What follows belongs to an exercise in optimizing a design on an open flow for small area, a short achievable clock period and few clock cycles; a production flow would make more cautious choices.
The RTL was checked by simulation tests, not by an equivalence proof against the original design.
Power is estimated from default activity; no workload was simulated.

==> flow/design.v <==
module geofence ( clk,reset,X,Y,valid,is_inside);
input clk;
input reset;
input [9:0] X;
input [9:0] Y;
output reg valid;
output reg is_inside;
reg [3:0] cnt;
reg [21:0] q5;           
reg [25:0] q4;           
reg [21:0] q3, q2, q1, q0;   
reg prep;                
reg pass;                
reg two;
reg [3:0] ri;            
reg [2:0] pcnt;          
reg [2:0] rp;            
reg [2:0] cu, cw;        
reg [2:0] pu, pw;        
reg have_u, have_w;
reg [3:0] bcnt;          
reg signed [10:0] ux, uy, wx, wy;
wire [9:0] px = ux[9:0];
wire [9:0] py = uy[9:0];
wire [15:0] m = {wx[4:0], wy};
reg signed [11:0] acc, d;
reg done, res;           
function [10:0] sub10;
    input [9:0] a, b;
    reg [10:0] g, p, gn, pn;
    integer l, j;
    begin
        g = {a & ~b, 1'b1};
        p = {~(a ^ b), 1'b0};
        for (l = 1; l < 16; l = l * 2) begin
            for (j = 0; j < 11; j = j + 1) begin
                if (j >= l) begin
                    gn[j] = g[j] | (p[j] & g[j-l]);
                    pn[j] = p[j] & p[j-l];
                end else begin
                    gn[j] = g[j];
                    pn[j] = p[j];
                end
            end
            g = gn;
            p = pn;
        end
        sub10 = {~g[10], ~(a ^ b) ^ g[9:0]};
    end
endfunction
wire signed [10:0] dx = sub10(X, px);
wire signed [10:0] dy = sub10(Y, py);
function neg13;
    input [12:0] a, b;
    reg [11:0] g, p, gn, pn;
    integer l, j;
    begin
        g = a[11:0] & b[11:0];
        p = a[11:0] | b[11:0];
        for (l = 1; l < 12; l = l * 2) begin
            for (j = 0; j < 12; j = j + 1) begin
                if (j >= l) begin
                    gn[j] = g[j] | (p[j] & g[j-l]);
                    pn[j] = p[j] & p[j-l];
                end else begin
                    gn[j] = g[j];
                    pn[j] = p[j];
                end
            end
            g = gn;
            p = pn;
        end
        neg13 = a[12] ^ b[12] ^ g[11];
    end
endfunction
wire signed [10:0] vx = q5[21:11];
wire signed [10:0] vy = q5[10:0];
wire [12:0] x1 = {{2{vx[10]}}, vx};          
wire [12:0] y1 = {{2{vy[10]}}, vy};          
wire [12:0] x2 = {vx[10], vx, 1'b0};         
wire [12:0] y2 = {vy[10], vy, 1'b0};         
wire [7:0] b;
assign b[0] = ~vy[10];                       
assign b[1] = ~neg13(y2, ~x1);               
assign b[2] = ~neg13(y1, ~x1);               
assign b[3] = ~neg13(y1, ~x2);               
assign b[4] = vx[10];                        
assign b[5] = neg13(y1, x2);                 
assign b[6] = neg13(y1, x1);                 
assign b[7] = neg13(y2, x1);                 
function [15:0] onehot;
    input [7:0] c;
    integer n;
    begin
        for (n = 0; n < 7; n = n + 1) begin
            onehot[n] = c[n] & ~c[n+1];
            onehot[n+8] = ~c[n] & c[n+1];
        end
        onehot[7] = c[7] & c[0];
        onehot[15] = ~c[7] & ~c[0];
    end
endfunction
function [3:0] encode;
    input [15:0] h;
    begin
        encode[0] = h[1] | h[3] | h[5] | h[7] | h[9] | h[11] | h[13] | h[15];
        encode[1] = h[2] | h[3] | h[6] | h[7] | h[10] | h[11] | h[14] | h[15];
        encode[2] = h[4] | h[5] | h[6] | h[7] | h[12] | h[13] | h[14] | h[15];
        encode[3] = |h[15:8];
    end
endfunction
wire [15:0] h5 = onehot(b);
genvar k;
wire [15:0] z = ~m;
wire [31:0] zz = {z, z};
wire [15:0] r7, r8;
generate
    for (k = 0; k < 16; k = k + 1) begin : g_run
        assign r7[k] = &zz[k+6:k];
        assign r8[k] = &zz[k+7:k];
    end
endgenerate
wire [31:0] r8r = {r8, r8};
wire [31:0] r7r = {r7, r7};
wire [15:0] outv, ambv;
generate
    for (k = 0; k < 16; k = k + 1) begin : g_dec
        assign outv[k] = |r8r[k+8:k+1];
        assign ambv[k] = ~outv[k] & (|r7r[k+9:k+1]);
    end
endgenerate
wire out = |(h5 & outv);
wire amb = |(h5 & ambv);
wire lo = |r7[7:0];
wire [15:0] rs = lo ? {8'd0, r7[7:0]} : r7;
wire in_i = (q4[25:22] == ri);
wire in_j = (q4[25:22] == {~ri[3], ri[2:0]});
wire signed [10:0] qx = q4[21:11];
wire signed [10:0] qy = q4[10:0];
wire mdone = (bcnt == 4'd11);
wire signed [11:0] ta = wy[0] ? ux : 11'sd0;
wire signed [11:0] tb = wx[0] ? uy : 11'sd0;
wire signed [12:0] sum = (bcnt == 4'd11) ? (acc - d) : (acc + d);
wire nonneg = ~sum[12];
wire slow = (cnt == 4'd8) & ~valid;
always @(posedge clk or posedge reset) begin
    if (reset) begin
        cnt <= 4'd0;
        valid <= 1'b0;
    end else begin
        if (cnt == 4'd7) begin
            cnt <= 4'd8;
            valid <= ~amb;
        end else if (cnt == 4'd8) begin
            if (valid) begin
                cnt <= 4'd0;
                valid <= 1'b0;
            end else if (done)
                valid <= 1'b1;
        end else
            cnt <= cnt + 4'd1;
    end
end
always @(posedge clk) begin
    q5 <= (cnt >= 4'd7) ? q0 : {dx, dy};
    q4 <= {encode(h5), q5};
    q3 <= q4[21:0];
    q2 <= q3; q1 <= q2; q0 <= q1;
    if (cnt == 4'd7)
        is_inside <= ~out;
    else if (done)
        is_inside <= res;
end
wire pend = ~prep & (pcnt == 3'd6) & mdone;
wire lastpair = (pu == cu - 3'd1) & (pw == cw - 3'd1);
always @(*) begin
    done = 1'b0;
    res = 1'b0;
    if (slow & pend) begin
        if (nonneg) begin
            done = ~(two & ~pass);
            res = 1'b1;
        end else
            done = lastpair;
    end
end
always @(posedge clk) begin
    d <= ta - tb;
    if ((bcnt == 4'd0) | (bcnt >= 4'd11))
        acc <= 12'sd0;
    else
        acc <= sum >>> 1;
end
always @(posedge clk) begin
    if (~slow) begin
        if (cnt == 4'd0) begin
            ux <= {1'b0, X};
            uy <= {1'b0, Y};
        end
        if (cnt == 4'd2)
            {wx[4:0], wy} <= h5;
        else if ((cnt >= 4'd3) & (cnt <= 4'd7))
            {wx[4:0], wy} <= m | h5;
        prep <= 1'b1;
        pass <= 1'b0;
        pcnt <= 3'd0;
        cu <= 3'd0;
        cw <= 3'd0;
        pu <= 3'd0;
        pw <= 3'd0;
        have_u <= 1'b0;
        have_w <= 1'b0;
        bcnt <= 4'd15;
    end else begin
        if (bcnt <= 4'd11) begin
            bcnt <= bcnt + 4'd1;
            wx <= wx >>> 1;
            wy <= wy >>> 1;
        end
        rp <= (rp == 3'd5) ? 3'd0 : rp + 3'd1;
        if (prep) begin
            rp <= 3'd0;
            ri <= encode({rs[0], rs[15:1]});
            two <= lo & (|r7[15:8]);
            prep <= 1'b0;
        end else begin
            if ((pcnt == 3'd7) & (rp == 3'd5))
                pcnt <= 3'd0;
            if (pcnt < 3'd6) begin
                pcnt <= pcnt + 3'd1;
                if (in_i) begin
                    if (cu == pu) begin
                        ux <= qx;
                        uy <= qy;
                        have_u <= 1'b1;
                    end
                    cu <= cu + 3'd1;
                end
                if (in_j) begin
                    if (cw == pw) begin
                        wx <= qx;
                        wy <= qy;
                        have_w <= 1'b1;
                    end
                    cw <= cw + 3'd1;
                end
            end
            if (have_u & have_w & (bcnt == 4'd15))
                bcnt <= 4'd0;
            if (pend) begin
                if (nonneg) begin
                    pass <= 1'b1;
                    ri[3] <= ~ri[3];
                    pu <= 3'd0;
                    pw <= 3'd0;
                end else if (pw == cw - 3'd1) begin
                    pu <= pu + 3'd1;
                    pw <= 3'd0;
                end else
                    pw <= pw + 3'd1;
                pcnt <= 3'd7;
                cu <= 3'd0;
                cw <= 3'd0;
                have_u <= 1'b0;
                have_w <= 1'b0;
                bcnt <= 4'd15;
            end
        end
    end
end
endmodule
clock: 8.0 ns
lec_check: 0
abc_area: 1
cap_margin: 20
core_margin: 2
core_utilization: 60
cts_buf_list: sky130_fd_sc_hd__clkbuf_16
cts_cluster_diameter: 60
cts_cluster_size: 32
place_density: 0.75
setup_slack_margin: 5.0
slew_margin: 20
run.sh (not shown) runs the stock make flow with config.mk's settings and CLKGATE_MAP_FILE= SYNTH_SCRIPT=/design/flow/synth_recipe.tcl, a recipe that flattens the netlist after the stock synthesis.
Testbench counts at the start, summed over its fixed seeds: cycles 7,162.
Edit:
--- a/flow/config.mk
+++ b/flow/config.mk
@@ -13,2 +13,2 @@
-export CTS_CLUSTER_DIAMETER = 60
-export CTS_CLUSTER_SIZE = 32
+export CTS_CLUSTER_DIAMETER = 80
+export CTS_CLUSTER_SIZE = 24
Effect: The changed run went through all stages and came out clean. Non-clock buffer count climbs by 2. Setup slack got worse by 0.019 ns. Combinational power is about the same. Total power drops slightly. Clock skew drops by 0.0074 ns. Final area barely changes. Global-route usage is about the same.
Edit:
--- a/flow/config.mk
+++ b/flow/config.mk
@@ -14,0 +15 @@
+export GPL_TIMING_DRIVEN = 0
After rerunning: Power is higher by 1.5%; wire length is higher by 4.7%; register-to-register slack barely changes; clock power barely changes; core utilization is higher by 0.71 points; final area is higher by 1.1%; critical path depth is higher by 10; setup slack got worse by 0.11 ns.

-- afterwards: timing with drivers on the ports --
In the flow no input, the clock included, has a driving cell. The finished layouts below were timed again as built, in two steps. Step 1, drivers: a clkbuf_16 drives clk and a buf_2 each remaining input, both assumed. Step 2 times the ports against the registers' clock, not the clock port: input delays grow and output delays shrink by t, the midpoint of the rising clock arrivals with the driver on. Three values: ideal, step 1, step 2; two values: the first two.
run | t (ns) | slack for setup (ns) | hold slack, ns | clock arrival spread, ns | slew at the worst register clock pin (ns)
the first run | 0.519 | 5.079 / 5.043 / 4.590 | 0.299 / 0.299 / 0.299 | 0.042 / 0.042 | 0.11 / 0.11
the second run | 0.532 | 5.060 / 5.013 / 4.586 | 0.312 / 0.312 / 0.312 | 0.033 / 0.033 | 0.10 / 0.10
the third run | 0.534 | 4.948 / 4.973 / 4.439 | 0.320 / 0.320 / 0.320 | 0.036 / 0.036 | 0.10 / 0.10
After both steps setup and hold are still met in every run listed. For the third run, which loses most, drivers alone change the setup slack by +0.025 ns; drivers and shift together by -0.509 ns.
